From an optimization exercise on the open Yosys and OpenROAD flow, aimed at small area; shortcuts taken in it are not production practice.
The RTL was checked by simulation tests, not by an equivalence proof against the original design.

==> flow/design.v (excerpt) <==
module ImagineThinker(clk,rst,inst_addr,inst_data,data_addr,data_rdata,data_wdata,data_we);
For scale: ~3200 cells after synthesis, roughly 720 flip-flops, roughly 99 I/O pins.
clock: 10.0 ns
lec_check: 0
abc_clock_period_in_ps: 10000
cap_margin: 20
core_margin: 2
core_utilization: 45
slew_margin: 20
standard.sh (not shown) runs the stock make flow with config.mk's settings and CLKGATE_MAP_FILE= SYNTH_SCRIPT=/design/flow/synth_recipe.tcl, a recipe that flattens the netlist after the stock synthesis.
==> flow/flow/run.sh <==
#!/bin/bash
# Own layout flow: the standard ORFS flow (standard.sh) with a copy of the
# ORFS scripts in which
#  - synthesis maps logic with an area-oriented ABC script (flow/abc_area.script);
#    flip-flops are mapped by the unchanged dfflibmap step, before ABC,
#  - port buffering uses the smallest buffer cell,
#  - clock tree synthesis inserts no dummy loads.
set -euo pipefail
W=$(pwd)
S=$W/myscripts
{
  rm -rf "$S"
  cp -r "$FLOW_HOME/scripts" "$S"
  cp "$W/flow/abc_area.script" "$S/abc_speed.script"
  cp "$W/flow/abc_area.script" "$S/abc_area.script"
  sed -i 's/buffer_ports {\*}\[env_var_or_empty BUFFER_PORTS_ARGS\]/buffer_ports -buffer_cell sky130_fd_sc_hd__buf_1/' "$S/global_place.tcl"
  sed -i 's/^  -repair_clock_nets\]/  -repair_clock_nets -dont_use_dummy_load]/' "$S/cts.tcl"
  grep -n "buffer_ports" "$S/global_place.tcl"
  grep -n "dont_use_dummy_load" "$S/cts.tcl"
} > "$W/flow_setup.log" 2>&1
bash standard.sh SCRIPTS_DIR="$S" finish > "$W/flow_make.log" 2>&1
==> flow/flow/abc_area.script <==
strash
dch -f
map -a
topo
==> next run, changes <==
--- a/flow/flow/run.sh
+++ b/flow/flow/run.sh
@@ -6,3 +6,3 @@
 #  - port buffering uses the smallest buffer cell,
-#  - clock tree synthesis inserts no dummy loads.
+#  - clock tree synthesis inserts no dummy loads,
 set -euo pipefail
Result:
- non-clock buffer count stays the same
- core utilization stays the same
- final area is unchanged

---

ImagineThinker, a different RTL version from the one above (not shown whole).
Size in the first run: roughly 3200 cells after synthesis, roughly 720 flip-flops, ~99 I/O pins, ~38000 um2 of cells after synthesis.
clock: 10.0 ns
lec_check: 0
abc_clock_period_in_ps: 10000
cap_margin: 20
core_margin: 2
core_utilization: 45
slew_margin: 20
run.sh (not shown) runs the stock make flow with config.mk's settings and CLKGATE_MAP_FILE= SYNTH_SCRIPT=/design/flow/synth_recipe.tcl, a recipe that flattens the netlist after the stock synthesis.
Stock flow here: none of the scripts above is used.
Edit:
==> flow/flow/run.sh (new file) <==
#!/bin/bash
# Own layout flow: the standard ORFS flow (standard.sh) with a copy of the
# ORFS scripts in which
#  - synthesis maps logic with an area-oriented ABC script (flow/abc_area.script);
#    flip-flops are mapped by the unchanged dfflibmap step, before ABC,
#  - port buffering uses the smallest buffer cell,
#  - clock tree synthesis inserts no dummy loads,
#  - after global routing, gates off the critical paths are downsized
#    (RECOVER_POWER).
set -euo pipefail
W=$(pwd)
S=$W/myscripts
{
  rm -rf "$S"
  cp -r "$FLOW_HOME/scripts" "$S"
  cp "$W/flow/abc_area.script" "$S/abc_speed.script"
  cp "$W/flow/abc_area.script" "$S/abc_area.script"
  sed -i 's/buffer_ports {\*}\[env_var_or_empty BUFFER_PORTS_ARGS\]/buffer_ports -buffer_cell sky130_fd_sc_hd__buf_1/' "$S/global_place.tcl"
  sed -i 's/^  -repair_clock_nets\]/  -repair_clock_nets -dont_use_dummy_load]/' "$S/cts.tcl"
  grep -n "buffer_ports" "$S/global_place.tcl"
  grep -n "dont_use_dummy_load" "$S/cts.tcl"
} > "$W/flow_setup.log" 2>&1
bash standard.sh SCRIPTS_DIR="$S" RECOVER_POWER=100 finish > "$W/flow_make.log" 2>&1
==> flow/flow/abc_area.script (new file) <==
strash
dch -f
map -a
topo
==> flow/standard.sh (new file) <==
#!/bin/bash
# synth_recipe.tcl (not shown) runs the flow's synth.tcl, then flattens the netlist and writes it again
# the make line also repeats each setting of config.mk as NAME=value (left out here)
make -C /OpenROAD-flow-scripts/flow DESIGN_CONFIG=/design/flow/config.mk WORK_HOME=/design/flow/orfs CLKGATE_MAP_FILE= SYNTH_SCRIPT=/design/flow/synth_recipe.tcl "${@:-finish}"
removed: flow/run.sh
- Now the flow completed and failed the layout checks on capacitance limit, slew limit
- synthesized area came out lower by about 3%
- worst hold slack hardly moves
- worst setup slack loses 79 ps

## re-timing with driven ports
The results above use ideal ports. As a check the final layouts listed here were re-extracted and re-timed, cells and wires unchanged.
Step 1, drivers: a clkbuf_16 drives clk and a buf_2 each remaining input, both assumed.
Step 2 adds t to the input delays and takes it off the output delays; t is the mean of the earliest and latest rising clock arrival at the registers after step 1. Input paths then give back, and output paths get back, about the clock's delay inside the block.
Three values: ideal ports, drivers, drivers and shift; two values: the first two.
| run | t (ns) | slack for setup (ns) | pins driven straight from the clock port |
|---|---|---|---|
| the first run of note 1 | 0.680 | 0.293 / 0.293 / 0.293 | 1 |
| the second run of note 1 | 0.680 | 0.293 / 0.293 / 0.293 | 1 |
| the first run of note 2 | 0.736 | 0.261 / 0.261 / 0.261 | 1 |
| the second run of note 2 | 0.683 | 0.182 / 0.182 / 0.182 | 1 |
